From an optimization exercise on the open Yosys and OpenROAD flow, aimed at small area, a short achievable clock period and few clock cycles per item; shortcuts taken in it are not production practice.
No run shown here included a check of the RTL's function; only the layout flow was run.
Power and IR drop assume default switching activity.

==> flow/design.v, too long to show whole: its modules and the start of the top module <==
// module wallace_multi: 2145 lines
module wallace_multi (
    input clk,
    input rst,
    input [15:0] a,
    input [15:0] b,
    output reg [31:0] p,
    output reg done
);
  // ...
==> flow/run.sh <==
#!/bin/bash
# synth_recipe.tcl (not shown) runs the flow's synth.tcl, then flattens the netlist and writes it again
# the make line also repeats each setting of config.mk as NAME=value (left out here)
make -C /OpenROAD-flow-scripts/flow DESIGN_CONFIG=/design/flow/config.mk WORK_HOME=/design/flow/orfs CLKGATE_MAP_FILE= SYNTH_SCRIPT=/design/flow/synth_recipe.tcl finish
==> flow/config.mk <==
export PLATFORM = sky130hd
export DESIGN_NAME = wallace_multi
export DESIGN_NICKNAME = wallace_multi
export VERILOG_FILES = /design/flow/design.v
export SDC_FILE = /design/flow/constraint.sdc
export NUM_CORES = 4
export LEC_CHECK = 0
export CAP_MARGIN = 20
export CORE_MARGIN = 2
export CORE_UTILIZATION = 40
export SLEW_MARGIN = 20
==> flow/constraint.sdc <==
create_clock -name core_clock -period 4.0 [get_ports {clk}]
set_input_delay 0.8000 -clock core_clock [delete_from_list [all_inputs] [get_ports {clk}]]
set_output_delay 0.8000 -clock core_clock [all_outputs]
set_load 0.01 [all_outputs]
==> impl_metrics.json, run 1 <==
{
  "status": "finished clean",
  "largest_register_ff_count": 32,
  "worstReg2RegEnd": "r1058$_DFF_P_",
  "n_all_buffers": 70,
  "postCtsSetupRepairBufs": 0,
  "seq_cell_count": 210,
  "fin_crit_ps": 3106,
  "fillCellCount": 2798,
  "maxSlewViolCount": 0,
  "synth_area_per_cell_um2": 10.89,
  "drtAntennaViolNets": 0,
  "end_kind": "flip-flop",
  "synth-compound-area-share_pct": 3.236,
  "clockBufferCount": 29,
  "synth-xor-area-share_pct": 1.765,
  "power_frac_seq_pct": 34.4,
  "reg_top3": "p (32), a_r (16), b_r (16)",
  "nWellTaps": 390,
  "grtUsageTotal_pct": 16.11,
  "combPwrFrac_pct": 43.4,
  "drc": 0,
  "wl_per_cell_um": 15.04,
  "die_x_um": 176.5,
  "post_route_cells_drive_above_1_share_pct": 3.764,
  "grt_max_degree": 17,
  "intPower_mw": 6.141,
  "p_sw_mw": 3.306,
  "regArea_mm2": 0.004224,
  "place_area_mm2": 0.01296
}
==> run 2: changes to the inputs <==
==> flow/design.v (replaced) <==
module wallace_multi (
    input clk,
    input rst,
    input [15:0] a,
    input [15:0] b,
    output reg [31:0] p,
    output reg done
);
    reg [15:0] a_r, b_r;
    always @(posedge clk) begin
        a_r <= ~a;
        b_r <= ~b;
    end
    wire c258;
    wire c260;
    wire c262;
    wire c264;
    wire c266;
    wire c268;
    wire c270;
    wire c272;
    wire c274;
    wire c276;
    wire c278;
    wire c280;
    wire c282;
    wire c284;
    wire c286;
    wire c288;
    wire c290;
    wire c292;
    wire c294;
    wire c296;
    wire c298;
    wire c300;
    wire c302;
    wire c304;
    wire c306;
    wire c308;
    wire c310;
    wire c314;
    wire c316;
    wire c318;
    wire c320;
    wire c322;
    wire c324;
    wire c326;
    wire c328;
    wire c332;
    wire c334;
    wire c336;
    wire c338;
    wire c340;
    wire c342;
    wire c344;
    wire c346;
    wire c351;
    wire c354;
    wire c356;
    wire c358;
    wire c360;
    wire c362;
    wire c364;
    wire c366;
    wire c368;
    wire c370;
    wire c375;
    wire c377;
    wire c379;
    wire c381;
    wire c383;
    wire c385;
    wire c387;
    wire c389;
    wire c391;
    wire c393;
    wire c395;
    wire c400;
    wire c402;
    wire c404;
    wire c406;
    wire c408;
    wire c410;
    wire c412;
    wire c414;
    wire c416;
    wire c418;
    wire c420;
    wire c422;
    wire c427;
    wire c429;
    wire c431;
    wire c433;
    wire c435;
    wire c437;
    wire c439;
    wire c441;
    wire c443;
    wire c445;
    wire c447;
    wire c449;
    wire c451;
    wire c456;
    wire c458;
    wire c460;
    wire c462;
    wire c464;
    wire c466;
    wire c468;
    wire c470;
    wire c472;
    wire c474;
    wire c476;
    wire c478;
    wire c480;
    wire c482;
    wire c487;
    wire c489;
    wire c491;
    wire c493;
    wire c495;
    wire c497;
    wire c499;
    wire c501;
    wire c503;
    wire c505;
    wire c507;
    wire c509;
    wire c511;
    wire c516;
    wire c520;
    wire c522;
    wire c524;
    wire c526;
    wire c528;
    wire c530;
    wire c532;
    wire c534;
    wire c536;
    wire c538;
    wire c540;
    wire c542;
    wire c544;
    wire c549;
    wire c551;
    wire c553;
    wire c555;
    wire c557;
    wire c559;
    wire c561;
    wire c563;
    wire c565;
    wire c567;
    wire c569;
    wire c571;
    wire c576;
    wire c579;
    wire c581;
    wire c583;
    wire c585;
    wire c587;
    wire c589;
    wire c591;
    wire c593;
    wire c595;
    wire c597;
    wire c602;
    wire c605;
    wire c607;
    wire c609;
    wire c611;
    wire c613;
    wire c615;
    wire c617;
    wire c619;
    wire c621;
    wire c626;
    wire c629;
    wire c631;
    wire c633;
    wire c635;
    wire c637;
    wire c639;
    wire c641;
    wire c643;
    wire c648;
    wire c651;
    wire c653;
    wire c655;
    wire c657;
    wire c659;
    wire c661;
    wire c663;
    wire c665;
    wire c669;
    wire c671;
    wire c673;
    wire c675;
    wire c677;
    wire c679;
    wire c681;
    wire c686;
    wire c688;
    wire c690;
    wire c692;
    wire c694;
    wire c696;
    wire c701;
    wire c703;
    wire c705;
    wire c707;
    wire c709;
    wire c714;
    wire c716;
    wire c718;
    wire c720;
    wire c722;
    wire c724;
    wire c726;
    wire c728;
    wire c730;
    wire c732;
    wire c734;
    wire n1;
    wire n2;
    wire n3;
    wire n4;
    wire n5;
    wire n6;
    wire n7;
    wire n8;
    wire n9;
    wire n10;
    wire n11;
    wire n12;
    wire n13;
    wire n14;
    wire n15;
    wire n16;
    wire n17;
    wire n18;
    wire n19;
    wire n20;
    wire n21;
    wire n22;
    wire n23;
    wire n24;
    wire n25;
    wire n26;
    wire n27;
    wire n28;
    wire n29;
    wire n30;
    wire n31;
    wire n32;
    wire n33;
    wire n34;
    wire n35;
    wire n36;
    wire n37;
    wire n38;
    wire n39;
    wire n40;
    wire n41;
    wire n42;
    wire n43;
    wire n44;
    wire n45;
    wire n46;
    wire n47;
    wire n48;
    wire n49;
    wire n50;
    wire n51;
    wire n52;
    wire n53;
    wire n54;
    wire n55;
    wire n56;
    wire n57;
    wire n58;
    wire n59;
    wire n60;
    wire n61;
    wire n62;
    wire n63;
    wire n64;
    wire n65;
    wire n66;
    wire n67;
    wire n68;
    wire n69;
    wire n70;
    wire n71;
    wire n72;
    wire n73;
    wire n74;
    wire n75;
    wire n76;
    wire n77;
    wire n78;
    wire n79;
    wire n80;
    wire n81;
    wire n82;
    wire n83;
    wire n84;
    wire n85;
    wire n86;
    wire n87;
    wire n88;
    wire n89;
    wire n90;
    wire n91;
    wire n92;
    wire n93;
    wire n94;
    wire n95;
    wire n96;
    wire n97;
    wire n98;
    wire n99;
    wire n100;
    wire n101;
    wire n102;
    wire n103;
    wire n104;
    wire n105;
    wire n106;
    wire n107;
    wire n108;
    wire n109;
    wire n110;
    wire n111;
    wire n112;
    wire n113;
    wire n114;
    wire n115;
    wire n116;
    wire n117;
    wire n118;
    wire n119;
    wire n120;
    wire n121;
    wire n122;
    wire n123;
    wire n124;
    wire n125;
    wire n126;
    wire n127;
    wire n128;
    wire n129;
    wire n130;
    wire n131;
    wire n132;
    wire n133;
    wire n134;
    wire n135;
    wire n136;
    wire n137;
    wire n138;
    wire n139;
    wire n140;
    wire n141;
    wire n142;
    wire n143;
    wire n144;
    wire n145;
    wire n146;
    wire n147;
    wire n148;
    wire n149;
    wire n150;
    wire n151;
    wire n152;
    wire n153;
    wire n154;
    wire n155;
    wire n156;
    wire n157;
    wire n158;
    wire n159;
    wire n160;
    wire n161;
    wire n162;
    wire n163;
    wire n164;
    wire n165;
    wire n166;
    wire n167;
    wire n168;
    wire n169;
    wire n170;
    wire n171;
    wire n172;
    wire n173;
    wire n174;
    wire n175;
    wire n176;
    wire n177;
    wire n178;
    wire n179;
    wire n180;
    wire n181;
    wire n182;
    wire n183;
    wire n184;
    wire n185;
    wire n186;
    wire n187;
    wire n188;
    wire n189;
    wire n190;
    wire n191;
    wire n192;
    wire n193;
    wire n194;
    wire n195;
    wire n196;
    wire n197;
    wire n198;
    wire n199;
    wire n200;
    wire n201;
    wire n202;
    wire n203;
    wire n204;
    wire n205;
    wire n206;
    wire n207;
    wire n208;
    wire n209;
    wire n210;
    wire n211;
    wire n212;
    wire n213;
    wire n214;
    wire n215;
    wire n216;
    wire n217;
    wire n218;
    wire n219;
    wire n220;
    wire n221;
    wire n222;
    wire n223;
    wire n224;
    wire n225;
    wire n226;
    wire n227;
    wire n228;
    wire n229;
    wire n230;
    wire n231;
    wire n232;
    wire n233;
    wire n234;
    wire n235;
    wire n236;
    wire n237;
    wire n238;
    wire n239;
    wire n240;
    wire n241;
    wire n242;
    wire n243;
    wire n244;
    wire n245;
    wire n246;
    wire n247;
    wire n248;
    wire n249;
    wire n250;
    wire n251;
    wire n252;
    wire n253;
    wire n254;
    wire n255;
    wire n256;
    wire n735;
    wire n736;
    wire n737;
    wire n738;
    wire n739;
    wire n740;
    wire n741;
    wire n742;
    wire n743;
    wire n744;
    wire n745;
    wire n746;
    wire n747;
    wire n748;
    wire n750;
    wire n751;
    wire n752;
    wire n753;
    wire n754;
    wire n755;
    wire n756;
    wire n757;
    wire n758;
    wire n759;
    wire n760;
    wire n761;
    wire n762;
    wire n763;
    wire n764;
    wire n765;
    wire n766;
    wire n767;
    wire n768;
    wire n769;
    wire n770;
    wire n771;
    wire n772;
    wire n773;
    wire n774;
    wire n775;
    wire n776;
    wire n777;
    wire n778;
    wire n779;
    wire n780;
    wire n781;
    wire n782;
    wire n783;
    wire n784;
    wire n785;
    wire n787;
    wire n788;
    wire n791;
    wire n792;
    wire n795;
    wire n796;
    wire n797;
    wire n798;
    wire n799;
    wire n800;
    wire n801;
    wire n802;
    wire n803;
    wire n804;
    wire n805;
    wire n809;
    wire n811;
    wire n812;
    wire n813;
    wire n814;
    wire n815;
    wire n816;
    wire n817;
    wire n818;
    wire n819;
    wire n820;
    wire n821;
    wire n822;
    wire n823;
    wire n824;
    wire n825;
    wire n826;
    wire n827;
    wire n828;
    wire n829;
    wire n830;
    wire n831;
    wire n834;
    wire n835;
    wire n836;
    wire n837;
    wire n838;
    wire n839;
    wire n840;
    wire n841;
    wire n843;
    wire n845;
    wire n846;
    wire n847;
    wire n848;
    wire n849;
    wire n850;
    wire n851;
    wire n852;
    wire n853;
    wire n854;
    wire n855;
    wire n856;
    wire n857;
    wire n858;
    wire n859;
    wire n860;
    wire n861;
    wire n862;
    wire n863;
    wire n864;
    wire n865;
    wire n868;
    wire n869;
    wire n870;
    wire n871;
    wire n872;
    wire n873;
    wire n877;
    wire n879;
    wire n880;
    wire n881;
    wire n882;
    wire n883;
    wire n884;
    wire n885;
    wire n886;
    wire n887;
    wire n888;
    wire n889;
    wire n893;
    wire n895;
    wire n898;
    wire n899;
    wire n902;
    wire n903;
    wire n906;
    wire n907;
    wire n908;
    wire n909;
    wire n910;
    wire n911;
    wire n912;
    wire n913;
    wire n914;
    wire n915;
    wire n916;
    wire n917;
    wire n918;
    wire n919;
    wire n920;
    wire n921;
    wire n922;
    wire n923;
    wire n924;
    wire n925;
    wire n926;
    wire n927;
    wire n928;
    wire n929;
    wire n932;
    wire n933;
    wire n936;
    wire n937;
    wire n940;
    wire n941;
    wire n944;
    wire n945;
    wire n948;
    wire n949;
    wire n952;
    wire n953;
    wire n956;
    wire n957;
    wire n958;
    wire n959;
    wire n960;
    wire n961;
    wire n965;
    wire n967;
    wire n968;
    wire n969;
    wire n970;
    wire n971;
    wire n972;
    wire n973;
    wire n974;
    wire n975;
    wire n976;
    wire n977;
    wire n978;
    wire n979;
    wire n980;
    wire n981;
    wire n982;
    wire n983;
    wire n984;
    wire n985;
    wire n986;
    wire n987;
    wire n988;
    wire n989;
    wire n990;
    wire n991;
    wire n992;
    wire n993;
    wire n994;
    wire n995;
    wire n997;
    wire n998;
    wire n999;
    wire n1000;
    wire n1001;
    wire n1002;
    wire n1003;
    wire n1004;
    wire n1005;
    wire n1006;
    wire n1007;
    wire n1010;
    wire n1013;
    wire n1015;
    wire n1016;
    wire n1018;
    wire n1020;
    wire n1022;
    wire n1023;
    wire n1025;
    wire n1027;
    wire n1029;
    wire n1031;
    wire n1033;
    wire n1035;
    reg r311;
    reg r312;
    reg r329;
    reg r330;
    reg r347;
    reg r348;
    reg r349;
    reg r352;
    reg r371;
    reg r372;
    reg r373;
    reg r396;
    reg r397;
    reg r398;
    reg r423;
    reg r424;
    reg r425;
    reg r452;
    reg r453;
    reg r454;
    reg r483;
    reg r484;
    reg r485;
    reg r512;
    reg r513;
    reg r514;
    reg r517;
    reg r518;
    reg r545;
    reg r546;
    reg r547;
    reg r572;
    reg r573;
    reg r574;
    reg r577;
    reg r598;
    reg r599;
    reg r600;
    reg r603;
    reg r622;
    reg r623;
    reg r624;
    reg r627;
    reg r644;
    reg r645;
    reg r646;
    reg r649;
    reg r666;
    reg r667;
    reg r682;
    reg r683;
    reg r684;
    reg r697;
    reg r698;
    reg r699;
    reg r710;
    reg r711;
    reg r712;
    reg r749;
    reg r786;
    reg r789;
    reg r790;
    reg r793;
    reg r794;
    reg r806;
    reg r807;
    reg r808;
    reg r810;
    reg r832;
    reg r833;
    reg r842;
    reg r844;
    reg r866;
    reg r867;
    reg r874;
    reg r875;
    reg r876;
    reg r878;
    reg r890;
    reg r891;
    reg r892;
    reg r894;
    reg r896;
    reg r897;
    reg r900;
    reg r901;
    reg r904;
    reg r905;
    reg r930;
    reg r931;
    reg r934;
    reg r935;
    reg r938;
    reg r939;
    reg r942;
    reg r943;
    reg r946;
    reg r947;
    reg r950;
    reg r951;
    reg r954;
    reg r955;
    reg r962;
    reg r963;
    reg r964;
    reg r966;
    reg r996;
    reg r1008;
    reg r1009;
    reg r1011;
    reg r1012;
    reg r1014;
    reg r1017;
    reg r1019;
    reg r1021;
    reg r1024;
    reg r1026;
    reg r1028;
    reg r1030;
    reg r1032;
    reg r1034;
    reg r1036;
    reg r1037;
    reg r1038;
    reg r1039;
    reg r1040;
    reg r1041;
    reg r1042;
    reg r1043;
    reg r1044;
    reg r1045;
    reg r1046;
    reg r1047;
    reg r1048;
    reg r1049;
    reg r1050;
    reg r1051;
    reg r1052;
    reg r1053;
    reg r1054;
    reg r1055;
    reg r1056;
    reg r1057;
    reg r1058;
    wire s257;
    wire s259;
    wire s261;
    wire s263;
    wire s265;
    wire s267;
    wire s269;
    wire s271;
    wire s273;
    wire s275;
    wire s277;
    wire s279;
    wire s281;
    wire s283;
    wire s285;
    wire s287;
    wire s289;
    wire s291;
    wire s293;
    wire s295;
    wire s297;
    wire s299;
    wire s301;
    wire s303;
    wire s305;
    wire s307;
    wire s309;
    wire s313;
    wire s315;
    wire s317;
    wire s319;
    wire s321;
    wire s323;
    wire s325;
    wire s327;
    wire s331;
    wire s333;
    wire s335;
    wire s337;
    wire s339;
    wire s341;
    wire s343;
    wire s345;
    wire s350;
    wire s353;
    wire s355;
    wire s357;
    wire s359;
    wire s361;
    wire s363;
    wire s365;
    wire s367;
    wire s369;
    wire s374;
    wire s376;
    wire s378;
    wire s380;
    wire s382;
    wire s384;
    wire s386;
    wire s388;
    wire s390;
    wire s392;
    wire s394;
    wire s399;
    wire s401;
    wire s403;
    wire s405;
    wire s407;
    wire s409;
    wire s411;
    wire s413;
    wire s415;
    wire s417;
    wire s419;
    wire s421;
    wire s426;
    wire s428;
    wire s430;
    wire s432;
    wire s434;
    wire s436;
    wire s438;
    wire s440;
    wire s442;
    wire s444;
    wire s446;
    wire s448;
    wire s450;
    wire s455;
    wire s457;
    wire s459;
    wire s461;
    wire s463;
    wire s465;
    wire s467;
    wire s469;
    wire s471;
    wire s473;
    wire s475;
    wire s477;
    wire s479;
    wire s481;
    wire s486;
    wire s488;
    wire s490;
    wire s492;
    wire s494;
    wire s496;
    wire s498;
    wire s500;
    wire s502;
    wire s504;
    wire s506;
    wire s508;
    wire s510;
    wire s515;
    wire s519;
    wire s521;
    wire s523;
    wire s525;
    wire s527;
    wire s529;
    wire s531;
    wire s533;
    wire s535;
    wire s537;
    wire s539;
    wire s541;
    wire s543;
    wire s548;
    wire s550;
    wire s552;
    wire s554;
    wire s556;
    wire s558;
    wire s560;
    wire s562;
    wire s564;
    wire s566;
    wire s568;
    wire s570;
    wire s575;
    wire s578;
    wire s580;
    wire s582;
    wire s584;
    wire s586;
    wire s588;
    wire s590;
    wire s592;
    wire s594;
    wire s596;
    wire s601;
    wire s604;
    wire s606;
    wire s608;
    wire s610;
    wire s612;
    wire s614;
    wire s616;
    wire s618;
    wire s620;
    wire s625;
    wire s628;
    wire s630;
    wire s632;
    wire s634;
    wire s636;
    wire s638;
    wire s640;
    wire s642;
    wire s647;
    wire s650;
    wire s652;
    wire s654;
    wire s656;
    wire s658;
    wire s660;
    wire s662;
    wire s664;
    wire s668;
    wire s670;
    wire s672;
    wire s674;
    wire s676;
    wire s678;
    wire s680;
    wire s685;
    wire s687;
    wire s689;
    wire s691;
    wire s693;
    wire s695;
    wire s700;
    wire s702;
    wire s704;
    wire s706;
    wire s708;
    wire s713;
    wire s715;
    wire s717;
    wire s719;
    wire s721;
    wire s723;
    wire s725;
    wire s727;
    wire s729;
    wire s731;
    wire s733;
    assign n1 = ~(a_r[0] | b_r[0]);
    assign n2 = ~(a_r[1] | b_r[0]);
    assign n3 = ~(a_r[2] | b_r[0]);
    assign n4 = ~(a_r[3] | b_r[0]);
    assign n5 = ~(a_r[4] | b_r[0]);
    assign n6 = ~(a_r[5] | b_r[0]);
    assign n7 = ~(a_r[6] | b_r[0]);
    assign n8 = ~(a_r[7] | b_r[0]);
    assign n9 = ~(a_r[8] | b_r[0]);
    assign n10 = ~(a_r[9] | b_r[0]);
    assign n11 = ~(a_r[10] | b_r[0]);
    assign n12 = ~(a_r[11] | b_r[0]);
    assign n13 = ~(a_r[12] | b_r[0]);
    assign n14 = ~(a_r[13] | b_r[0]);
    assign n15 = ~(a_r[14] | b_r[0]);
    assign n16 = ~(a_r[15] | b_r[0]);
    assign n17 = ~(a_r[0] | b_r[1]);
    assign n18 = ~(a_r[1] | b_r[1]);
    assign n19 = ~(a_r[2] | b_r[1]);
    assign n20 = ~(a_r[3] | b_r[1]);
    assign n21 = ~(a_r[4] | b_r[1]);
    assign n22 = ~(a_r[5] | b_r[1]);
    assign n23 = ~(a_r[6] | b_r[1]);
    assign n24 = ~(a_r[7] | b_r[1]);
    assign n25 = ~(a_r[8] | b_r[1]);
    assign n26 = ~(a_r[9] | b_r[1]);
    assign n27 = ~(a_r[10] | b_r[1]);
    assign n28 = ~(a_r[11] | b_r[1]);
    assign n29 = ~(a_r[12] | b_r[1]);
    assign n30 = ~(a_r[13] | b_r[1]);
    assign n31 = ~(a_r[14] | b_r[1]);
    assign n32 = ~(a_r[15] | b_r[1]);
    assign n33 = ~(a_r[0] | b_r[2]);
    assign n34 = ~(a_r[1] | b_r[2]);
    assign n35 = ~(a_r[2] | b_r[2]);
    assign n36 = ~(a_r[3] | b_r[2]);
    assign n37 = ~(a_r[4] | b_r[2]);
    assign n38 = ~(a_r[5] | b_r[2]);
    assign n39 = ~(a_r[6] | b_r[2]);
    assign n40 = ~(a_r[7] | b_r[2]);
    assign n41 = ~(a_r[8] | b_r[2]);
    assign n42 = ~(a_r[9] | b_r[2]);
    assign n43 = ~(a_r[10] | b_r[2]);
    assign n44 = ~(a_r[11] | b_r[2]);
    assign n45 = ~(a_r[12] | b_r[2]);
    assign n46 = ~(a_r[13] | b_r[2]);
    assign n47 = ~(a_r[14] | b_r[2]);
    assign n48 = ~(a_r[15] | b_r[2]);
    assign n49 = ~(a_r[0] | b_r[3]);
    assign n50 = ~(a_r[1] | b_r[3]);
    assign n51 = ~(a_r[2] | b_r[3]);
    assign n52 = ~(a_r[3] | b_r[3]);
    assign n53 = ~(a_r[4] | b_r[3]);
    assign n54 = ~(a_r[5] | b_r[3]);
    assign n55 = ~(a_r[6] | b_r[3]);
    assign n56 = ~(a_r[7] | b_r[3]);
    assign n57 = ~(a_r[8] | b_r[3]);
    assign n58 = ~(a_r[9] | b_r[3]);
    assign n59 = ~(a_r[10] | b_r[3]);
    assign n60 = ~(a_r[11] | b_r[3]);
    assign n61 = ~(a_r[12] | b_r[3]);
    assign n62 = ~(a_r[13] | b_r[3]);
    assign n63 = ~(a_r[14] | b_r[3]);
    assign n64 = ~(a_r[15] | b_r[3]);
    assign n65 = ~(a_r[0] | b_r[4]);
    assign n66 = ~(a_r[1] | b_r[4]);
    assign n67 = ~(a_r[2] | b_r[4]);
    assign n68 = ~(a_r[3] | b_r[4]);
    assign n69 = ~(a_r[4] | b_r[4]);
    assign n70 = ~(a_r[5] | b_r[4]);
    assign n71 = ~(a_r[6] | b_r[4]);
    assign n72 = ~(a_r[7] | b_r[4]);
    assign n73 = ~(a_r[8] | b_r[4]);
    assign n74 = ~(a_r[9] | b_r[4]);
    assign n75 = ~(a_r[10] | b_r[4]);
    assign n76 = ~(a_r[11] | b_r[4]);
    assign n77 = ~(a_r[12] | b_r[4]);
    assign n78 = ~(a_r[13] | b_r[4]);
    assign n79 = ~(a_r[14] | b_r[4]);
    assign n80 = ~(a_r[15] | b_r[4]);
    assign n81 = ~(a_r[0] | b_r[5]);
    assign n82 = ~(a_r[1] | b_r[5]);
    assign n83 = ~(a_r[2] | b_r[5]);
    assign n84 = ~(a_r[3] | b_r[5]);
    assign n85 = ~(a_r[4] | b_r[5]);
    assign n86 = ~(a_r[5] | b_r[5]);
    assign n87 = ~(a_r[6] | b_r[5]);
    assign n88 = ~(a_r[7] | b_r[5]);
    assign n89 = ~(a_r[8] | b_r[5]);
    assign n90 = ~(a_r[9] | b_r[5]);
    assign n91 = ~(a_r[10] | b_r[5]);
    assign n92 = ~(a_r[11] | b_r[5]);
    assign n93 = ~(a_r[12] | b_r[5]);
    assign n94 = ~(a_r[13] | b_r[5]);
    assign n95 = ~(a_r[14] | b_r[5]);
    assign n96 = ~(a_r[15] | b_r[5]);
    assign n97 = ~(a_r[0] | b_r[6]);
    assign n98 = ~(a_r[1] | b_r[6]);
    assign n99 = ~(a_r[2] | b_r[6]);
    assign n100 = ~(a_r[3] | b_r[6]);
    assign n101 = ~(a_r[4] | b_r[6]);
    assign n102 = ~(a_r[5] | b_r[6]);
    assign n103 = ~(a_r[6] | b_r[6]);
    assign n104 = ~(a_r[7] | b_r[6]);
    assign n105 = ~(a_r[8] | b_r[6]);
    assign n106 = ~(a_r[9] | b_r[6]);
    assign n107 = ~(a_r[10] | b_r[6]);
    assign n108 = ~(a_r[11] | b_r[6]);
    assign n109 = ~(a_r[12] | b_r[6]);
    assign n110 = ~(a_r[13] | b_r[6]);
    assign n111 = ~(a_r[14] | b_r[6]);
    assign n112 = ~(a_r[15] | b_r[6]);
    assign n113 = ~(a_r[0] | b_r[7]);
    assign n114 = ~(a_r[1] | b_r[7]);
    assign n115 = ~(a_r[2] | b_r[7]);
    assign n116 = ~(a_r[3] | b_r[7]);
    assign n117 = ~(a_r[4] | b_r[7]);
    assign n118 = ~(a_r[5] | b_r[7]);
    assign n119 = ~(a_r[6] | b_r[7]);
    assign n120 = ~(a_r[7] | b_r[7]);
    assign n121 = ~(a_r[8] | b_r[7]);
    assign n122 = ~(a_r[9] | b_r[7]);
    assign n123 = ~(a_r[10] | b_r[7]);
    assign n124 = ~(a_r[11] | b_r[7]);
    assign n125 = ~(a_r[12] | b_r[7]);
    assign n126 = ~(a_r[13] | b_r[7]);
    assign n127 = ~(a_r[14] | b_r[7]);
    assign n128 = ~(a_r[15] | b_r[7]);
    assign n129 = ~(a_r[0] | b_r[8]);
    assign n130 = ~(a_r[1] | b_r[8]);
    assign n131 = ~(a_r[2] | b_r[8]);
    assign n132 = ~(a_r[3] | b_r[8]);
    assign n133 = ~(a_r[4] | b_r[8]);
    assign n134 = ~(a_r[5] | b_r[8]);
    assign n135 = ~(a_r[6] | b_r[8]);
    assign n136 = ~(a_r[7] | b_r[8]);
    assign n137 = ~(a_r[8] | b_r[8]);
    assign n138 = ~(a_r[9] | b_r[8]);
    assign n139 = ~(a_r[10] | b_r[8]);
    assign n140 = ~(a_r[11] | b_r[8]);
    assign n141 = ~(a_r[12] | b_r[8]);
    assign n142 = ~(a_r[13] | b_r[8]);
    assign n143 = ~(a_r[14] | b_r[8]);
    assign n144 = ~(a_r[15] | b_r[8]);
    assign n145 = ~(a_r[0] | b_r[9]);
    assign n146 = ~(a_r[1] | b_r[9]);
    assign n147 = ~(a_r[2] | b_r[9]);
    assign n148 = ~(a_r[3] | b_r[9]);
    assign n149 = ~(a_r[4] | b_r[9]);
    assign n150 = ~(a_r[5] | b_r[9]);
    assign n151 = ~(a_r[6] | b_r[9]);
    assign n152 = ~(a_r[7] | b_r[9]);
    assign n153 = ~(a_r[8] | b_r[9]);
    assign n154 = ~(a_r[9] | b_r[9]);
    assign n155 = ~(a_r[10] | b_r[9]);
    assign n156 = ~(a_r[11] | b_r[9]);
    assign n157 = ~(a_r[12] | b_r[9]);
    assign n158 = ~(a_r[13] | b_r[9]);
    assign n159 = ~(a_r[14] | b_r[9]);
    assign n160 = ~(a_r[15] | b_r[9]);
    assign n161 = ~(a_r[0] | b_r[10]);
    assign n162 = ~(a_r[1] | b_r[10]);
    assign n163 = ~(a_r[2] | b_r[10]);
    assign n164 = ~(a_r[3] | b_r[10]);
    assign n165 = ~(a_r[4] | b_r[10]);
    assign n166 = ~(a_r[5] | b_r[10]);
    assign n167 = ~(a_r[6] | b_r[10]);
    assign n168 = ~(a_r[7] | b_r[10]);
    assign n169 = ~(a_r[8] | b_r[10]);
    assign n170 = ~(a_r[9] | b_r[10]);
    assign n171 = ~(a_r[10] | b_r[10]);
    assign n172 = ~(a_r[11] | b_r[10]);
    assign n173 = ~(a_r[12] | b_r[10]);
    assign n174 = ~(a_r[13] | b_r[10]);
    assign n175 = ~(a_r[14] | b_r[10]);
    assign n176 = ~(a_r[15] | b_r[10]);
    assign n177 = ~(a_r[0] | b_r[11]);
    assign n178 = ~(a_r[1] | b_r[11]);
    assign n179 = ~(a_r[2] | b_r[11]);
    assign n180 = ~(a_r[3] | b_r[11]);
    assign n181 = ~(a_r[4] | b_r[11]);
    assign n182 = ~(a_r[5] | b_r[11]);
    assign n183 = ~(a_r[6] | b_r[11]);
    assign n184 = ~(a_r[7] | b_r[11]);
    assign n185 = ~(a_r[8] | b_r[11]);
    assign n186 = ~(a_r[9] | b_r[11]);
    assign n187 = ~(a_r[10] | b_r[11]);
    assign n188 = ~(a_r[11] | b_r[11]);
    assign n189 = ~(a_r[12] | b_r[11]);
    assign n190 = ~(a_r[13] | b_r[11]);
    assign n191 = ~(a_r[14] | b_r[11]);
    assign n192 = ~(a_r[15] | b_r[11]);
    assign n193 = ~(a_r[0] | b_r[12]);
    assign n194 = ~(a_r[1] | b_r[12]);
    assign n195 = ~(a_r[2] | b_r[12]);
    assign n196 = ~(a_r[3] | b_r[12]);
    assign n197 = ~(a_r[4] | b_r[12]);
    assign n198 = ~(a_r[5] | b_r[12]);
    assign n199 = ~(a_r[6] | b_r[12]);
    assign n200 = ~(a_r[7] | b_r[12]);
    assign n201 = ~(a_r[8] | b_r[12]);
    assign n202 = ~(a_r[9] | b_r[12]);
    assign n203 = ~(a_r[10] | b_r[12]);
    assign n204 = ~(a_r[11] | b_r[12]);
    assign n205 = ~(a_r[12] | b_r[12]);
    assign n206 = ~(a_r[13] | b_r[12]);
    assign n207 = ~(a_r[14] | b_r[12]);
    assign n208 = ~(a_r[15] | b_r[12]);
    assign n209 = ~(a_r[0] | b_r[13]);
    assign n210 = ~(a_r[1] | b_r[13]);
    assign n211 = ~(a_r[2] | b_r[13]);
    assign n212 = ~(a_r[3] | b_r[13]);
    assign n213 = ~(a_r[4] | b_r[13]);
    assign n214 = ~(a_r[5] | b_r[13]);
    assign n215 = ~(a_r[6] | b_r[13]);
    assign n216 = ~(a_r[7] | b_r[13]);
    assign n217 = ~(a_r[8] | b_r[13]);
    assign n218 = ~(a_r[9] | b_r[13]);
    assign n219 = ~(a_r[10] | b_r[13]);
    assign n220 = ~(a_r[11] | b_r[13]);
    assign n221 = ~(a_r[12] | b_r[13]);
    assign n222 = ~(a_r[13] | b_r[13]);
    assign n223 = ~(a_r[14] | b_r[13]);
    assign n224 = ~(a_r[15] | b_r[13]);
    assign n225 = ~(a_r[0] | b_r[14]);
    assign n226 = ~(a_r[1] | b_r[14]);
    assign n227 = ~(a_r[2] | b_r[14]);
    assign n228 = ~(a_r[3] | b_r[14]);
    assign n229 = ~(a_r[4] | b_r[14]);
    assign n230 = ~(a_r[5] | b_r[14]);
    assign n231 = ~(a_r[6] | b_r[14]);
    assign n232 = ~(a_r[7] | b_r[14]);
    assign n233 = ~(a_r[8] | b_r[14]);
    assign n234 = ~(a_r[9] | b_r[14]);
    assign n235 = ~(a_r[10] | b_r[14]);
    assign n236 = ~(a_r[11] | b_r[14]);
    assign n237 = ~(a_r[12] | b_r[14]);
    assign n238 = ~(a_r[13] | b_r[14]);
    assign n239 = ~(a_r[14] | b_r[14]);
    assign n240 = ~(a_r[15] | b_r[14]);
    assign n241 = ~(a_r[0] | b_r[15]);
    assign n242 = ~(a_r[1] | b_r[15]);
    assign n243 = ~(a_r[2] | b_r[15]);
    assign n244 = ~(a_r[3] | b_r[15]);
    assign n245 = ~(a_r[4] | b_r[15]);
    assign n246 = ~(a_r[5] | b_r[15]);
    assign n247 = ~(a_r[6] | b_r[15]);
    assign n248 = ~(a_r[7] | b_r[15]);
    assign n249 = ~(a_r[8] | b_r[15]);
    assign n250 = ~(a_r[9] | b_r[15]);
    assign n251 = ~(a_r[10] | b_r[15]);
    assign n252 = ~(a_r[11] | b_r[15]);
    assign n253 = ~(a_r[12] | b_r[15]);
    assign n254 = ~(a_r[13] | b_r[15]);
    assign n255 = ~(a_r[14] | b_r[15]);
    assign n256 = ~(a_r[15] | b_r[15]);
    mha us257 (.a(n3), .b(n18), .s(s257), .co(c258));
    mfa us259 (.a(n4), .b(n19), .c(n34), .s(s259), .co(c260));
    mha us261 (.a(n49), .b(c258), .s(s261), .co(c262));
    mfa us263 (.a(n5), .b(n20), .c(n35), .s(s263), .co(c264));
    mfa us265 (.a(n50), .b(n65), .c(c260), .s(s265), .co(c266));
    mha us267 (.a(s263), .b(c262), .s(s267), .co(c268));
    mfa us269 (.a(n6), .b(n21), .c(n36), .s(s269), .co(c270));
    mfa us271 (.a(n51), .b(n66), .c(n81), .s(s271), .co(c272));
    mfa us273 (.a(c264), .b(s269), .c(s271), .s(s273), .co(c274));
    mha us275 (.a(c268), .b(c266), .s(s275), .co(c276));
    mfa us277 (.a(n7), .b(n22), .c(n37), .s(s277), .co(c278));
    mfa us279 (.a(n52), .b(n67), .c(n82), .s(s279), .co(c280));
    mfa us281 (.a(n97), .b(c270), .c(c272), .s(s281), .co(c282));
    mfa us283 (.a(s277), .b(s279), .c(c274), .s(s283), .co(c284));
    mha us285 (.a(s281), .b(c276), .s(s285), .co(c286));
    mfa us287 (.a(n8), .b(n23), .c(n38), .s(s287), .co(c288));
    mfa us289 (.a(n53), .b(n68), .c(n83), .s(s289), .co(c290));
    mfa us291 (.a(n98), .b(n113), .c(c278), .s(s291), .co(c292));
    mfa us293 (.a(c280), .b(s287), .c(s289), .s(s293), .co(c294));
    mfa us295 (.a(c282), .b(s291), .c(s293), .s(s295), .co(c296));
    mha us297 (.a(c284), .b(c286), .s(s297), .co(c298));
    mfa us299 (.a(n9), .b(n24), .c(n39), .s(s299), .co(c300));
    mfa us301 (.a(n54), .b(n69), .c(n84), .s(s301), .co(c302));
    mfa us303 (.a(n99), .b(n114), .c(n129), .s(s303), .co(c304));
    mfa us305 (.a(c288), .b(c290), .c(s299), .s(s305), .co(c306));
    mfa us307 (.a(s301), .b(s303), .c(c292), .s(s307), .co(c308));
    mfa us309 (.a(c294), .b(s305), .c(s307), .s(s309), .co(c310));
    mfa us315 (.a(n10), .b(n25), .c(n40), .s(s315), .co(c316));
    mfa us317 (.a(n55), .b(n70), .c(n85), .s(s317), .co(c318));
    mfa us319 (.a(n100), .b(n115), .c(n130), .s(s319), .co(c320));
    mfa us321 (.a(n145), .b(c300), .c(c302), .s(s321), .co(c322));
    mfa us323 (.a(c304), .b(s315), .c(s317), .s(s323), .co(c324));
    mfa us325 (.a(s319), .b(c306), .c(s321), .s(s325), .co(c326));
    mfa us327 (.a(s323), .b(c308), .c(s325), .s(s327), .co(c328));
    mfa us333 (.a(n11), .b(n26), .c(n41), .s(s333), .co(c334));
    mfa us335 (.a(n56), .b(n71), .c(n86), .s(s335), .co(c336));
    mfa us337 (.a(n101), .b(n116), .c(n131), .s(s337), .co(c338));
    mfa us339 (.a(n146), .b(n161), .c(c316), .s(s339), .co(c340));
    mfa us341 (.a(c318), .b(c320), .c(s333), .s(s341), .co(c342));
    mfa us343 (.a(s335), .b(s337), .c(c322), .s(s343), .co(c344));
    mfa us345 (.a(c324), .b(s339), .c(s341), .s(s345), .co(c346));
    mfa us355 (.a(n12), .b(n27), .c(n42), .s(s355), .co(c356));
    mfa us357 (.a(n57), .b(n72), .c(n87), .s(s357), .co(c358));
    mfa us359 (.a(n102), .b(n117), .c(n132), .s(s359), .co(c360));
    mfa us361 (.a(n147), .b(n162), .c(n177), .s(s361), .co(c362));
    mfa us363 (.a(c334), .b(c336), .c(c338), .s(s363), .co(c364));
    mfa us365 (.a(s355), .b(s357), .c(s359), .s(s365), .co(c366));
    mfa us367 (.a(s361), .b(c340), .c(c342), .s(s367), .co(c368));
    mfa us369 (.a(s363), .b(s365), .c(c344), .s(s369), .co(c370));
    mfa us378 (.a(n13), .b(n28), .c(n43), .s(s378), .co(c379));
    mfa us380 (.a(n58), .b(n73), .c(n88), .s(s380), .co(c381));
    mfa us382 (.a(n103), .b(n118), .c(n133), .s(s382), .co(c383));
    mfa us384 (.a(n148), .b(n163), .c(n178), .s(s384), .co(c385));
    mfa us386 (.a(n193), .b(c356), .c(c358), .s(s386), .co(c387));
    mfa us388 (.a(c360), .b(c362), .c(s378), .s(s388), .co(c389));
    mfa us390 (.a(s380), .b(s382), .c(s384), .s(s390), .co(c391));
    mfa us392 (.a(c364), .b(c366), .c(s386), .s(s392), .co(c393));
    mfa us394 (.a(s388), .b(s390), .c(c368), .s(s394), .co(c395));
    mfa us403 (.a(n14), .b(n29), .c(n44), .s(s403), .co(c404));
    mfa us405 (.a(n59), .b(n74), .c(n89), .s(s405), .co(c406));
    mfa us407 (.a(n104), .b(n119), .c(n134), .s(s407), .co(c408));
    mfa us409 (.a(n149), .b(n164), .c(n179), .s(s409), .co(c410));
    mfa us411 (.a(n194), .b(n209), .c(c379), .s(s411), .co(c412));
    mfa us413 (.a(c381), .b(c383), .c(c385), .s(s413), .co(c414));
    mfa us415 (.a(s403), .b(s405), .c(s407), .s(s415), .co(c416));
    mfa us417 (.a(s409), .b(c387), .c(c389), .s(s417), .co(c418));
    mfa us419 (.a(c391), .b(s411), .c(s413), .s(s419), .co(c420));
    mfa us421 (.a(s415), .b(c393), .c(s417), .s(s421), .co(c422));
    mfa us430 (.a(n15), .b(n30), .c(n45), .s(s430), .co(c431));
    mfa us432 (.a(n60), .b(n75), .c(n90), .s(s432), .co(c433));
    mfa us434 (.a(n105), .b(n120), .c(n135), .s(s434), .co(c435));
    mfa us436 (.a(n150), .b(n165), .c(n180), .s(s436), .co(c437));
    mfa us438 (.a(n195), .b(n210), .c(n225), .s(s438), .co(c439));
    mfa us440 (.a(c404), .b(c406), .c(c408), .s(s440), .co(c441));
    mfa us442 (.a(c410), .b(s430), .c(s432), .s(s442), .co(c443));
    mfa us444 (.a(s434), .b(s436), .c(s438), .s(s444), .co(c445));
    mfa us446 (.a(c412), .b(c414), .c(c416), .s(s446), .co(c447));
    mfa us448 (.a(s440), .b(s442), .c(s444), .s(s448), .co(c449));
    mfa us450 (.a(c418), .b(c420), .c(s446), .s(s450), .co(c451));
    mfa us459 (.a(n16), .b(n31), .c(n46), .s(s459), .co(c460));
    mfa us461 (.a(n61), .b(n76), .c(n91), .s(s461), .co(c462));
    mfa us463 (.a(n106), .b(n121), .c(n136), .s(s463), .co(c464));
    mfa us465 (.a(n151), .b(n166), .c(n181), .s(s465), .co(c466));
    mfa us467 (.a(n196), .b(n211), .c(n226), .s(s467), .co(c468));
    mfa us469 (.a(n241), .b(c431), .c(c433), .s(s469), .co(c470));
    mfa us471 (.a(c435), .b(c437), .c(c439), .s(s471), .co(c472));
    mfa us473 (.a(s459), .b(s461), .c(s463), .s(s473), .co(c474));
    mfa us475 (.a(s465), .b(s467), .c(c441), .s(s475), .co(c476));
    mfa us477 (.a(c443), .b(c445), .c(s469), .s(s477), .co(c478));
    mfa us479 (.a(s471), .b(s473), .c(c447), .s(s479), .co(c480));
    mfa us481 (.a(s475), .b(s477), .c(c449), .s(s481), .co(c482));
    mfa us490 (.a(n32), .b(n47), .c(n62), .s(s490), .co(c491));
    mfa us492 (.a(n77), .b(n92), .c(n107), .s(s492), .co(c493));
    mfa us494 (.a(n122), .b(n137), .c(n152), .s(s494), .co(c495));
    mfa us496 (.a(n167), .b(n182), .c(n197), .s(s496), .co(c497));
    mfa us498 (.a(n212), .b(n227), .c(n242), .s(s498), .co(c499));
    mfa us500 (.a(c460), .b(c462), .c(c464), .s(s500), .co(c501));
    mfa us502 (.a(c466), .b(c468), .c(s490), .s(s502), .co(c503));
    mfa us504 (.a(s492), .b(s494), .c(s496), .s(s504), .co(c505));
    mfa us506 (.a(s498), .b(c470), .c(c472), .s(s506), .co(c507));
    mfa us508 (.a(c474), .b(s500), .c(s502), .s(s508), .co(c509));
    mfa us510 (.a(s504), .b(c476), .c(c478), .s(s510), .co(c511));
    mfa us523 (.a(n48), .b(n63), .c(n78), .s(s523), .co(c524));
    mfa us525 (.a(n93), .b(n108), .c(n123), .s(s525), .co(c526));
    mfa us527 (.a(n138), .b(n153), .c(n168), .s(s527), .co(c528));
    mfa us529 (.a(n183), .b(n198), .c(n213), .s(s529), .co(c530));
    mfa us531 (.a(n228), .b(n243), .c(c491), .s(s531), .co(c532));
    mfa us533 (.a(c493), .b(c495), .c(c497), .s(s533), .co(c534));
    mfa us535 (.a(c499), .b(s523), .c(s525), .s(s535), .co(c536));
    mfa us537 (.a(s527), .b(s529), .c(c501), .s(s537), .co(c538));
    mfa us539 (.a(c503), .b(c505), .c(s531), .s(s539), .co(c540));
    mfa us541 (.a(s533), .b(s535), .c(c507), .s(s541), .co(c542));
    mfa us543 (.a(s537), .b(s539), .c(c509), .s(s543), .co(c544));
    mfa us552 (.a(n64), .b(n79), .c(n94), .s(s552), .co(c553));
    mfa us554 (.a(n109), .b(n124), .c(n139), .s(s554), .co(c555));
    mfa us556 (.a(n154), .b(n169), .c(n184), .s(s556), .co(c557));
    mfa us558 (.a(n199), .b(n214), .c(n229), .s(s558), .co(c559));
    mfa us560 (.a(n244), .b(c524), .c(c526), .s(s560), .co(c561));
    mfa us562 (.a(c528), .b(c530), .c(s552), .s(s562), .co(c563));
    mfa us564 (.a(s554), .b(s556), .c(s558), .s(s564), .co(c565));
    mfa us566 (.a(c532), .b(c534), .c(c536), .s(s566), .co(c567));
    mfa us568 (.a(s560), .b(s562), .c(s564), .s(s568), .co(c569));
    mfa us570 (.a(c538), .b(c540), .c(s566), .s(s570), .co(c571));
    mfa us580 (.a(n80), .b(n95), .c(n110), .s(s580), .co(c581));
    mfa us582 (.a(n125), .b(n140), .c(n155), .s(s582), .co(c583));
    mfa us584 (.a(n170), .b(n185), .c(n200), .s(s584), .co(c585));
    mfa us586 (.a(n215), .b(n230), .c(n245), .s(s586), .co(c587));
    mfa us588 (.a(c553), .b(c555), .c(c557), .s(s588), .co(c589));
    mfa us590 (.a(c559), .b(s580), .c(s582), .s(s590), .co(c591));
    mfa us592 (.a(s584), .b(s586), .c(c561), .s(s592), .co(c593));
    mfa us594 (.a(c563), .b(c565), .c(s588), .s(s594), .co(c595));
    mfa us596 (.a(s590), .b(c567), .c(s592), .s(s596), .co(c597));
    mfa us606 (.a(n96), .b(n111), .c(n126), .s(s606), .co(c607));
    mfa us608 (.a(n141), .b(n156), .c(n171), .s(s608), .co(c609));
    mfa us610 (.a(n186), .b(n201), .c(n216), .s(s610), .co(c611));
    mfa us612 (.a(n231), .b(n246), .c(c581), .s(s612), .co(c613));
    mfa us614 (.a(c583), .b(c585), .c(c587), .s(s614), .co(c615));
    mfa us616 (.a(s606), .b(s608), .c(s610), .s(s616), .co(c617));
    mfa us618 (.a(c589), .b(c591), .c(s612), .s(s618), .co(c619));
    mfa us620 (.a(s614), .b(s616), .c(c593), .s(s620), .co(c621));
    mfa us630 (.a(n112), .b(n127), .c(n142), .s(s630), .co(c631));
    mfa us632 (.a(n157), .b(n172), .c(n187), .s(s632), .co(c633));
    mfa us634 (.a(n202), .b(n217), .c(n232), .s(s634), .co(c635));
    mfa us636 (.a(n247), .b(c607), .c(c609), .s(s636), .co(c637));
    mfa us638 (.a(c611), .b(s630), .c(s632), .s(s638), .co(c639));
    mfa us640 (.a(s634), .b(c613), .c(c615), .s(s640), .co(c641));
    mfa us642 (.a(c617), .b(s636), .c(s638), .s(s642), .co(c643));
    mfa us652 (.a(n128), .b(n143), .c(n158), .s(s652), .co(c653));
    mfa us654 (.a(n173), .b(n188), .c(n203), .s(s654), .co(c655));
    mfa us656 (.a(n218), .b(n233), .c(n248), .s(s656), .co(c657));
    mfa us658 (.a(c631), .b(c633), .c(c635), .s(s658), .co(c659));
    mfa us660 (.a(s652), .b(s654), .c(s656), .s(s660), .co(c661));
    mfa us662 (.a(c637), .b(c639), .c(s658), .s(s662), .co(c663));
    mfa us664 (.a(s660), .b(c641), .c(s662), .s(s664), .co(c665));
    mfa us670 (.a(n144), .b(n159), .c(n174), .s(s670), .co(c671));
    mfa us672 (.a(n189), .b(n204), .c(n219), .s(s672), .co(c673));
    mfa us674 (.a(n234), .b(n249), .c(c653), .s(s674), .co(c675));
    mfa us676 (.a(c655), .b(c657), .c(s670), .s(s676), .co(c677));
    mfa us678 (.a(s672), .b(c659), .c(c661), .s(s678), .co(c679));
    mfa us680 (.a(s674), .b(s676), .c(c663), .s(s680), .co(c681));
    mfa us687 (.a(n160), .b(n175), .c(n190), .s(s687), .co(c688));
    mfa us689 (.a(n205), .b(n220), .c(n235), .s(s689), .co(c690));
    mfa us691 (.a(n250), .b(c671), .c(c673), .s(s691), .co(c692));
    mfa us693 (.a(s687), .b(s689), .c(c675), .s(s693), .co(c694));
    mfa us695 (.a(c677), .b(s691), .c(c679), .s(s695), .co(c696));
    mfa us702 (.a(n176), .b(n191), .c(n206), .s(s702), .co(c703));
    mfa us704 (.a(n221), .b(n236), .c(n251), .s(s704), .co(c705));
    mfa us706 (.a(c688), .b(c690), .c(s702), .s(s706), .co(c707));
    mfa us708 (.a(s704), .b(c692), .c(s706), .s(s708), .co(c709));
    mfa us715 (.a(n192), .b(n207), .c(n222), .s(s715), .co(c716));
    mfa us717 (.a(n237), .b(n252), .c(c703), .s(s717), .co(c718));
    mfa us719 (.a(c705), .b(s715), .c(c707), .s(s719), .co(c720));
    mfa us721 (.a(s717), .b(s719), .c(c709), .s(s721), .co(c722));
    mfa us723 (.a(n208), .b(n223), .c(n238), .s(s723), .co(c724));
    mfa us725 (.a(n253), .b(c716), .c(s723), .s(s725), .co(c726));
    mfa us727 (.a(c718), .b(s725), .c(c720), .s(s727), .co(c728));
    mfa us729 (.a(n224), .b(n239), .c(n254), .s(s729), .co(c730));
    mfa us731 (.a(c724), .b(s729), .c(c726), .s(s731), .co(c732));
    mfa us733 (.a(n240), .b(n255), .c(c730), .s(s733), .co(c734));
    assign n735 = n2 & n17;
    assign n736 = n2 ^ n17;
    assign n737 = n33 & s257;
    assign n738 = n33 ^ s257;
    assign n739 = s259 & s261;
    assign n740 = s259 ^ s261;
    assign n741 = s265 & s267;
    assign n742 = s265 ^ s267;
    assign n743 = s273 & s275;
    assign n744 = s273 ^ s275;
    assign n745 = s283 & s285;
    assign n746 = s283 ^ s285;
    assign n747 = s295 & s297;
    assign n748 = s295 ^ s297;
    assign n797 = c732 & s733;
    assign n798 = c732 ^ s733;
    assign n799 = n256 & c734;
    assign n800 = n256 ^ c734;
    assign n801 = n736 & n1;
    assign n802 = n739 | (n740 & n737);
    assign n803 = n740 & n738;
    assign n804 = n743 | (n744 & n741);
    assign n805 = n744 & n742;
    assign n836 = n737 | (n738 & n735);
    assign n837 = n738 & n801;
    assign n838 = n802 | (n803 & n735);
    assign n839 = n803 & n801;
    assign n840 = n745 | (n746 & n804);
    assign n841 = n746 & n805;
    assign n870 = n741 | (n742 & n838);
    assign n871 = n742 & n839;
    assign n872 = n804 | (n805 & n838);
    assign n873 = n805 & n839;
    assign n992 = n738 ^ n735;
    assign n993 = n740 ^ n836;
    assign n994 = n742 ^ n838;
    assign n995 = n744 ^ n870;
    always @(posedge clk) begin
        r311 <= c296;
        r312 <= c298;
        r329 <= c310;
        r330 <= s327;
        r347 <= c326;
        r348 <= s343;
        r349 <= s345;
        r352 <= c328;
        r371 <= s367;
        r372 <= c346;
        r373 <= s369;
        r396 <= s392;
        r397 <= c370;
        r398 <= s394;
        r423 <= s419;
        r424 <= c395;
        r425 <= s421;
        r452 <= s448;
        r453 <= c422;
        r454 <= s450;
        r483 <= s479;
        r484 <= c451;
        r485 <= s481;
        r512 <= s506;
        r513 <= s508;
        r514 <= c480;
        r517 <= s510;
        r518 <= c482;
        r545 <= c511;
        r546 <= s541;
        r547 <= s543;
        r572 <= s568;
        r573 <= c542;
        r574 <= c544;
        r577 <= s570;
        r598 <= s594;
        r599 <= c569;
        r600 <= c571;
        r603 <= s596;
        r622 <= c595;
        r623 <= s618;
        r624 <= s620;
        r627 <= c597;
        r644 <= c619;
        r645 <= s640;
        r646 <= s642;
        r649 <= c621;
        r666 <= c643;
        r667 <= s664;
        r682 <= s678;
        r683 <= s680;
        r684 <= c665;
        r697 <= s693;
        r698 <= c681;
        r699 <= s695;
        r710 <= c694;
        r711 <= s708;
        r712 <= c696;
        r749 <= s309;
        r786 <= s721;
        r789 <= c722;
        r790 <= s727;
        r793 <= c728;
        r794 <= s731;
        r806 <= n747;
        r807 <= n748;
        r808 <= n745;
        r810 <= n746;
        r832 <= n797;
        r833 <= n798;
        r842 <= n804;
        r844 <= n805;
        r866 <= n799;
        r867 <= n800;
        r874 <= n840;
        r875 <= n841;
        r876 <= n838;
        r878 <= n839;
        r996 <= n872;
        r1036 <= n1;
        r1038 <= n736;
        r1040 <= n992;
        r1042 <= n993;
        r1044 <= n994;
        r1046 <= n995;
    end
    mha us313 (.a(r311), .b(r312), .s(s313), .co(c314));
    mha us331 (.a(r329), .b(r330), .s(s331), .co(c332));
    mfa us350 (.a(r347), .b(r348), .c(r349), .s(s350), .co(c351));
    mha us353 (.a(r352), .b(c332), .s(s353), .co(c354));
    mfa us374 (.a(r371), .b(r372), .c(r373), .s(s374), .co(c375));
    mha us376 (.a(c351), .b(s374), .s(s376), .co(c377));
    mfa us399 (.a(r396), .b(r397), .c(r398), .s(s399), .co(c400));
    mha us401 (.a(c375), .b(s399), .s(s401), .co(c402));
    mfa us426 (.a(r423), .b(r424), .c(r425), .s(s426), .co(c427));
    mha us428 (.a(c400), .b(s426), .s(s428), .co(c429));
    mfa us455 (.a(r452), .b(r453), .c(r454), .s(s455), .co(c456));
    mha us457 (.a(c427), .b(s455), .s(s457), .co(c458));
    mfa us486 (.a(r483), .b(r484), .c(r485), .s(s486), .co(c487));
    mha us488 (.a(c456), .b(s486), .s(s488), .co(c489));
    mfa us515 (.a(r512), .b(r513), .c(r514), .s(s515), .co(c516));
    mfa us519 (.a(r517), .b(r518), .c(c487), .s(s519), .co(c520));
    mha us521 (.a(s515), .b(c489), .s(s521), .co(c522));
    mfa us548 (.a(r545), .b(r546), .c(r547), .s(s548), .co(c549));
    mfa us550 (.a(c516), .b(s548), .c(c520), .s(s550), .co(c551));
    mfa us575 (.a(r572), .b(r573), .c(r574), .s(s575), .co(c576));
    mfa us578 (.a(r577), .b(c549), .c(s575), .s(s578), .co(c579));
    mfa us601 (.a(r598), .b(r599), .c(r600), .s(s601), .co(c602));
    mfa us604 (.a(r603), .b(c576), .c(s601), .s(s604), .co(c605));
    mfa us625 (.a(r622), .b(r623), .c(r624), .s(s625), .co(c626));
    mfa us628 (.a(r627), .b(c602), .c(s625), .s(s628), .co(c629));
    mfa us647 (.a(r644), .b(r645), .c(r646), .s(s647), .co(c648));
    mfa us650 (.a(r649), .b(c626), .c(s647), .s(s650), .co(c651));
    mfa us668 (.a(r666), .b(r667), .c(c648), .s(s668), .co(c669));
    mfa us685 (.a(r682), .b(r683), .c(r684), .s(s685), .co(c686));
    mfa us700 (.a(r697), .b(r698), .c(r699), .s(s700), .co(c701));
    mfa us713 (.a(r710), .b(r711), .c(r712), .s(s713), .co(c714));
    assign n750 = r749 & s313;
    assign n751 = r749 ^ s313;
    assign n752 = c314 & s331;
    assign n753 = c314 ^ s331;
    assign n754 = s350 & s353;
    assign n755 = s350 ^ s353;
    assign n756 = c354 & s376;
    assign n757 = c354 ^ s376;
    assign n758 = c377 & s401;
    assign n759 = c377 ^ s401;
    assign n760 = c402 & s428;
    assign n761 = c402 ^ s428;
    assign n762 = c429 & s457;
    assign n763 = c429 ^ s457;
    assign n764 = c458 & s488;
    assign n765 = c458 ^ s488;
    assign n766 = s519 & s521;
    assign n767 = s519 ^ s521;
    assign n768 = c522 & s550;
    assign n769 = c522 ^ s550;
    assign n770 = c551 & s578;
    assign n771 = c551 ^ s578;
    assign n772 = c579 & s604;
    assign n773 = c579 ^ s604;
    assign n774 = c605 & s628;
    assign n775 = c605 ^ s628;
    assign n776 = c629 & s650;
    assign n777 = c629 ^ s650;
    assign n778 = c651 & s668;
    assign n779 = c651 ^ s668;
    assign n780 = c669 & s685;
    assign n781 = c669 ^ s685;
    assign n782 = c686 & s700;
    assign n783 = c686 ^ s700;
    assign n784 = c701 & s713;
    assign n785 = c701 ^ s713;
    assign n787 = c714 & r786;
    assign n788 = c714 ^ r786;
    assign n791 = r789 & r790;
    assign n792 = r789 ^ r790;
    assign n795 = r793 & r794;
    assign n796 = r793 ^ r794;
    assign n809 = r806 | (r807 & r808);
    assign n811 = r807 & r810;
    assign n812 = n752 | (n753 & n750);
    assign n813 = n753 & n751;
    assign n814 = n756 | (n757 & n754);
    assign n815 = n757 & n755;
    assign n816 = n760 | (n761 & n758);
    assign n817 = n761 & n759;
    assign n818 = n764 | (n765 & n762);
    assign n819 = n765 & n763;
    assign n820 = n768 | (n769 & n766);
    assign n821 = n769 & n767;
    assign n822 = n772 | (n773 & n770);
    assign n823 = n773 & n771;
    assign n824 = n776 | (n777 & n774);
    assign n825 = n777 & n775;
    assign n826 = n780 | (n781 & n778);
    assign n827 = n781 & n779;
    assign n828 = n784 | (n785 & n782);
    assign n829 = n785 & n783;
    assign n830 = n791 | (n792 & n787);
    assign n831 = n792 & n788;
    assign n834 = r832 | (r833 & n795);
    assign n835 = r833 & n796;
    assign n843 = n809 | (n811 & r842);
    assign n845 = n811 & r844;
    assign n846 = n754 | (n755 & n812);
    assign n847 = n755 & n813;
    assign n848 = n814 | (n815 & n812);
    assign n849 = n815 & n813;
    assign n850 = n762 | (n763 & n816);
    assign n851 = n763 & n817;
    assign n852 = n818 | (n819 & n816);
    assign n853 = n819 & n817;
    assign n854 = n770 | (n771 & n820);
    assign n855 = n771 & n821;
    assign n856 = n822 | (n823 & n820);
    assign n857 = n823 & n821;
    assign n858 = n778 | (n779 & n824);
    assign n859 = n779 & n825;
    assign n860 = n826 | (n827 & n824);
    assign n861 = n827 & n825;
    assign n862 = n787 | (n788 & n828);
    assign n863 = n788 & n829;
    assign n864 = n830 | (n831 & n828);
    assign n865 = n831 & n829;
    assign n868 = r866 | (r867 & n834);
    assign n869 = r867 & n835;
    assign n877 = r874 | (r875 & r876);
    assign n879 = r875 & r878;
    assign n880 = n843 | (n845 & r876);
    assign n881 = n845 & r878;
    assign n882 = n758 | (n759 & n848);
    assign n883 = n759 & n849;
    assign n884 = n816 | (n817 & n848);
    assign n885 = n817 & n849;
    assign n886 = n850 | (n851 & n848);
    assign n887 = n851 & n849;
    assign n888 = n852 | (n853 & n848);
    assign n889 = n853 & n849;
    assign n908 = n795 | (n796 & n864);
    assign n909 = n796 & n865;
    assign n910 = n834 | (n835 & n864);
    assign n911 = n835 & n865;
    assign n912 = n868 | (n869 & n864);
    assign n913 = n869 & n865;
    assign n914 = n750 | (n751 & n880);
    assign n915 = n751 & n881;
    assign n916 = n812 | (n813 & n880);
    assign n917 = n813 & n881;
    assign n918 = n846 | (n847 & n880);
    assign n919 = n847 & n881;
    assign n920 = n848 | (n849 & n880);
    assign n921 = n849 & n881;
    assign n922 = n882 | (n883 & n880);
    assign n923 = n883 & n881;
    assign n924 = n884 | (n885 & n880);
    assign n925 = n885 & n881;
    assign n926 = n886 | (n887 & n880);
    assign n927 = n887 & n881;
    assign n928 = n888 | (n889 & n880);
    assign n929 = n889 & n881;
    assign n958 = n766 | (n767 & n928);
    assign n959 = n767 & n929;
    assign n960 = n820 | (n821 & n928);
    assign n961 = n821 & n929;
    assign n997 = r810 ^ r996;
    assign n998 = r807 ^ n877;
    assign n999 = n751 ^ n880;
    assign n1000 = n753 ^ n914;
    assign n1001 = n755 ^ n916;
    assign n1002 = n757 ^ n918;
    assign n1003 = n759 ^ n920;
    assign n1004 = n761 ^ n922;
    assign n1005 = n763 ^ n924;
    assign n1006 = n765 ^ n926;
    assign n1007 = n767 ^ n928;
    always @(posedge clk) begin
        r890 <= n774;
        r891 <= n775;
        r892 <= n856;
        r894 <= n857;
        r896 <= n824;
        r897 <= n825;
        r900 <= n858;
        r901 <= n859;
        r904 <= n860;
        r905 <= n861;
        r930 <= n782;
        r931 <= n783;
        r934 <= n828;
        r935 <= n829;
        r938 <= n862;
        r939 <= n863;
        r942 <= n864;
        r943 <= n865;
        r946 <= n908;
        r947 <= n909;
        r950 <= n910;
        r951 <= n911;
        r954 <= n912;
        r955 <= n913;
        r962 <= n854;
        r963 <= n855;
        r964 <= n928;
        r966 <= n929;
        r1008 <= n769;
        r1009 <= n958;
        r1011 <= n771;
        r1012 <= n960;
        r1014 <= n773;
        r1017 <= n777;
        r1019 <= n779;
        r1021 <= n781;
        r1024 <= n785;
        r1026 <= n788;
        r1028 <= n792;
        r1030 <= n796;
        r1032 <= r833;
        r1034 <= r867;
        r1037 <= r1036;
        r1039 <= r1038;
        r1041 <= r1040;
        r1043 <= r1042;
        r1045 <= r1044;
        r1047 <= r1046;
        r1048 <= n997;
        r1049 <= n998;
        r1050 <= n999;
        r1051 <= n1000;
        r1052 <= n1001;
        r1053 <= n1002;
        r1054 <= n1003;
        r1055 <= n1004;
        r1056 <= n1005;
        r1057 <= n1006;
        r1058 <= n1007;
    end
    assign n893 = r890 | (r891 & r892);
    assign n895 = r891 & r894;
    assign n898 = r896 | (r897 & r892);
    assign n899 = r897 & r894;
    assign n902 = r900 | (r901 & r892);
    assign n903 = r901 & r894;
    assign n906 = r904 | (r905 & r892);
    assign n907 = r905 & r894;
    assign n932 = r930 | (r931 & n906);
    assign n933 = r931 & n907;
    assign n936 = r934 | (r935 & n906);
    assign n937 = r935 & n907;
    assign n940 = r938 | (r939 & n906);
    assign n941 = r939 & n907;
    assign n944 = r942 | (r943 & n906);
    assign n945 = r943 & n907;
    assign n948 = r946 | (r947 & n906);
    assign n949 = r947 & n907;
    assign n952 = r950 | (r951 & n906);
    assign n953 = r951 & n907;
    assign n956 = r954 | (r955 & n906);
    assign n957 = r955 & n907;
    assign n965 = r962 | (r963 & r964);
    assign n967 = r963 & r966;
    assign n968 = r892 | (r894 & r964);
    assign n969 = r894 & r966;
    assign n970 = n893 | (n895 & r964);
    assign n971 = n895 & r966;
    assign n972 = n898 | (n899 & r964);
    assign n973 = n899 & r966;
    assign n974 = n902 | (n903 & r964);
    assign n975 = n903 & r966;
    assign n976 = n906 | (n907 & r964);
    assign n977 = n907 & r966;
    assign n978 = n932 | (n933 & r964);
    assign n979 = n933 & r966;
    assign n980 = n936 | (n937 & r964);
    assign n981 = n937 & r966;
    assign n982 = n940 | (n941 & r964);
    assign n983 = n941 & r966;
    assign n984 = n944 | (n945 & r964);
    assign n985 = n945 & r966;
    assign n986 = n948 | (n949 & r964);
    assign n987 = n949 & r966;
    assign n988 = n952 | (n953 & r964);
    assign n989 = n953 & r966;
    assign n990 = n956 | (n957 & r964);
    assign n991 = n957 & r966;
    assign n1010 = r1008 ^ r1009;
    assign n1013 = r1011 ^ r1012;
    assign n1015 = r1014 ^ n965;
    assign n1016 = r891 ^ n968;
    assign n1018 = r1017 ^ n970;
    assign n1020 = r1019 ^ n972;
    assign n1022 = r1021 ^ n974;
    assign n1023 = r931 ^ n976;
    assign n1025 = r1024 ^ n978;
    assign n1027 = r1026 ^ n980;
    assign n1029 = r1028 ^ n982;
    assign n1031 = r1030 ^ n984;
    assign n1033 = r1032 ^ n986;
    assign n1035 = r1034 ^ n988;
    always @(posedge clk) p <= {n990, n1035, n1033, n1031, n1029, n1027, n1025, n1023, n1022, n1020, n1018, n1016, n1015, n1013, n1010, r1058, r1057, r1056, r1055, r1054, r1053, r1052, r1051, r1050, r1049, r1048, r1047, r1045, r1043, r1041, r1039, r1037};
    reg [2:0] v;
    always @(posedge clk or negedge rst) begin
        if (!rst) begin
            v <= 3'b0;
            done <= 1'b0;
        end else begin
            v <= {v[1:0], 1'b1};
            done <= v[2];
        end
    end
endmodule
module mfa (input a, input b, input c, output s, output co);
    assign s = a ^ b ^ c;
    assign co = (a & b) | (a & c) | (b & c);
endmodule
module mha (input a, input b, output s, output co);
    assign s = a ^ b;
    assign co = a & b;
endmodule
--- a/flow/config.mk
+++ b/flow/config.mk
@@ -9,3 +9,4 @@
 export CORE_MARGIN = 2
 export CORE_UTILIZATION = 40
 export SLEW_MARGIN = 20
+export SYNTH_HIERARCHICAL = 1
==> impl_metrics.json, run 2 <==
{
  "status": "finished clean",
  "fin_skew_ps": 7.003,
  "drc": 0,
  "grt_busiest_layer": "met2",
  "final_util_pct": 46.89,
  "fin_crit_ps": 3070,
  "power_frac_seq_pct": 34.6,
  "postCtsSetupRepairBufs": 0,
  "total_power_mw": 9.453,
  "grt_pass1_vias": 7031,
  "die_x_um": 169.9,
  "grt_max_degree": 17,
  "fillCellCount": 2405,
  "maxSlewViolCount": 0,
  "wirelength_mm": 21.44,
  "crit_chain": "nor2_1, fa_1, fa_1, fa_1, fa_1",
  "firstDrtPassIters": 4,
  "path_max_fanout": 16,
  "num_rows": 60,
  "synth.net_count": 1217,
  "drt_iter0_markers": 351,
  "p_sw_mw": 3.274,
  "path_clk_slew_ps": 60,
  "grtUsageTotal_pct": 15.87,
  "ios": 67,
  "use_met1_pct": 21.74,
  "overflow": 0,
  "largest_register_ff_count": 32,
  "syn_inst": 939,
  "synth_top_flop_cell": "dfxtp_1",
  "hold_depth": 0,
  "crit_top_cell": "fa_1",
  "slew_headroom_pct": 48.80,
  "hold_start": "r1037$_DFF_P_",
  "p_leak_nw": 5.824,
  "end_kind": "flip-flop",
  "post_route_cells_drive_above_1_share_pct": 5.752,
  "synth_area_per_cell_um2": 11.72,
  "synthToLayoutAreaGrowth_pct": 14.85,
  "dp_cells": 1294,
  "reg_top3": "p (32), a_r (16), b_r (16)",
  "fin_setup_tns_ps": 0,
  "pwr-share-clk_pct": 21.0,
  "syn_area_mm2": 0.01100,
  "combPwrFrac_pct": 44.5,
  "reg2reg_from": "b_r[2]$_DFF_P_",
  "use_met2_pct": 25.00,
  "gp_congestion": 0.8336,
  "vdd_ir_drop_max_uv": 306.1,
  "drtAntennaViolNets": 0,
  "largest_register": "p",
  "mostFrequentLayoutCells": "nor2_1 (259), dfxtp_1 (206), fa_1 (199)",
  "hold_class": "reg -> reg",
  "wl_per_cell_um": 16.09,
  "vias": 6451,
  "hold_buffers": 0,
  "start_kind": "flip-flop",
  "min_to": "p[0]$_DFF_P_",
  "clock_latency_ps": 510,
  "antenna_cells": 0,
  "layout_commonest_cell": "nor2_1",
  "intPower_mw": 6.179,
  "worstPathArrival_ps": 3460,
  "crit_type": "reg -> reg",
  "synth_edf_count": 0,
  "ys_async_sr_fraction_pct": 1.905,
  "cts-root-buf": "clkbuf_16",
  "fp.dieH_um": 169.9,
  "fin_nets": 1255,
  "worstReg2RegEnd": "r547$_DFF_P_",
  "rr_worst_depth": 5
}
==> run 2: how the worst max path moves through the flow <==
stage                               end  slack (ps)  cells after the start
final                      r547$_DFF_P_         930                      5
after global routing      r1058$_DFF_P_         740                      9
after CTS                 r1058$_DFF_P_         940                      9
after detailed placement  r1058$_DFF_P_         950                      9
after global placement     r485$_DFF_P_         950                      5
after floorplan            r485$_DFF_P_        1100                      7
==> run 2: cell families (layout without fill, tap and decap cells) <==
logic type,count (synthesis),count (layout),synth area share [%]
and+or+nand+nor,291,291,10.57
adders and majority gates,244,244,41.32
DFF,210,210,38.39
buffers and inverters,110,162,3.832
AOI/OAI and AO/OA,60,60,4.025
xor gates and xnor gates,23,23,1.831
other,1,1,0.03408
==> run 2: Yosys stat by module, one instance, submodules excluded <==
module	area, um2	cells inside
mfa	20.02	1
mha	12.51	1
wallace_multi	6913	729
==> run 2: worst max-delay path: cells and delay by family (launching register included) <==
family | cells | cell delay, ps
adders and majority gates | 4 | 1970
DFF | 1 | 820
and+or+nand+nor | 1 | 160
==> run 2: final cells by class <==
class | instances | area, um2 | share of cell area [%]
clock buffer | 27 | 579.3 | 4.584
clock inverter | 11 | 126.4 | 0.9999
inverter | 46 | 172.7 | 1.366
multi-input combinational | 619 | 6359 | 50.31
sequential | 210 | 4224 | 33.42
tap | 341 | 426.7 | 3.376
timing repair buffer | 78 | 750.7 | 5.940
==> run 2: routing by layer <==
metal / routed length, um / up-vias / part of all wire [%]
met1: 9533 / 3252 / 44
met4: 311 / 0 / 1.5
met2: 9639 / 230 / 45
li1: - / 2949 / -
met5: 0 / - / 0
met3: 1952 / 20 / 9.1
==> run 2: metrics by stage <==
step / hold slack (ps) / instance area, um2
after global placement: 309.7 / 11930
after CTS: 326.8 / 12640
after floorplan: 309.6 / 11000
after detailed placement: 312.1 / 11930
final: 323.9 / 12640
after global routing: 329.9 / 12640
==> run 2: power by group through the flow <==
stage	Sequential [mW]	Combinational (mW)	Clock, mW
4_1_cts	3.28	4.29	2.06
6_report	3.27	4.20	1.98
3_3_place_gp	3.31	4.22	0
2_1_floorplan	3.28	3.05	0
3_5_place_dp	3.33	4.25	0
5_1_grt	3.35	4.89	2.14

Re-timed with assumed drivers on the ports (clkbuf_16 on the clock, buf_2 on other inputs), run 2 has 0.930 ns of setup slack against 0.930 ns with ideal ports, and 0.930 ns once port delays also move by the mid clock arrival of 0.558 ns.
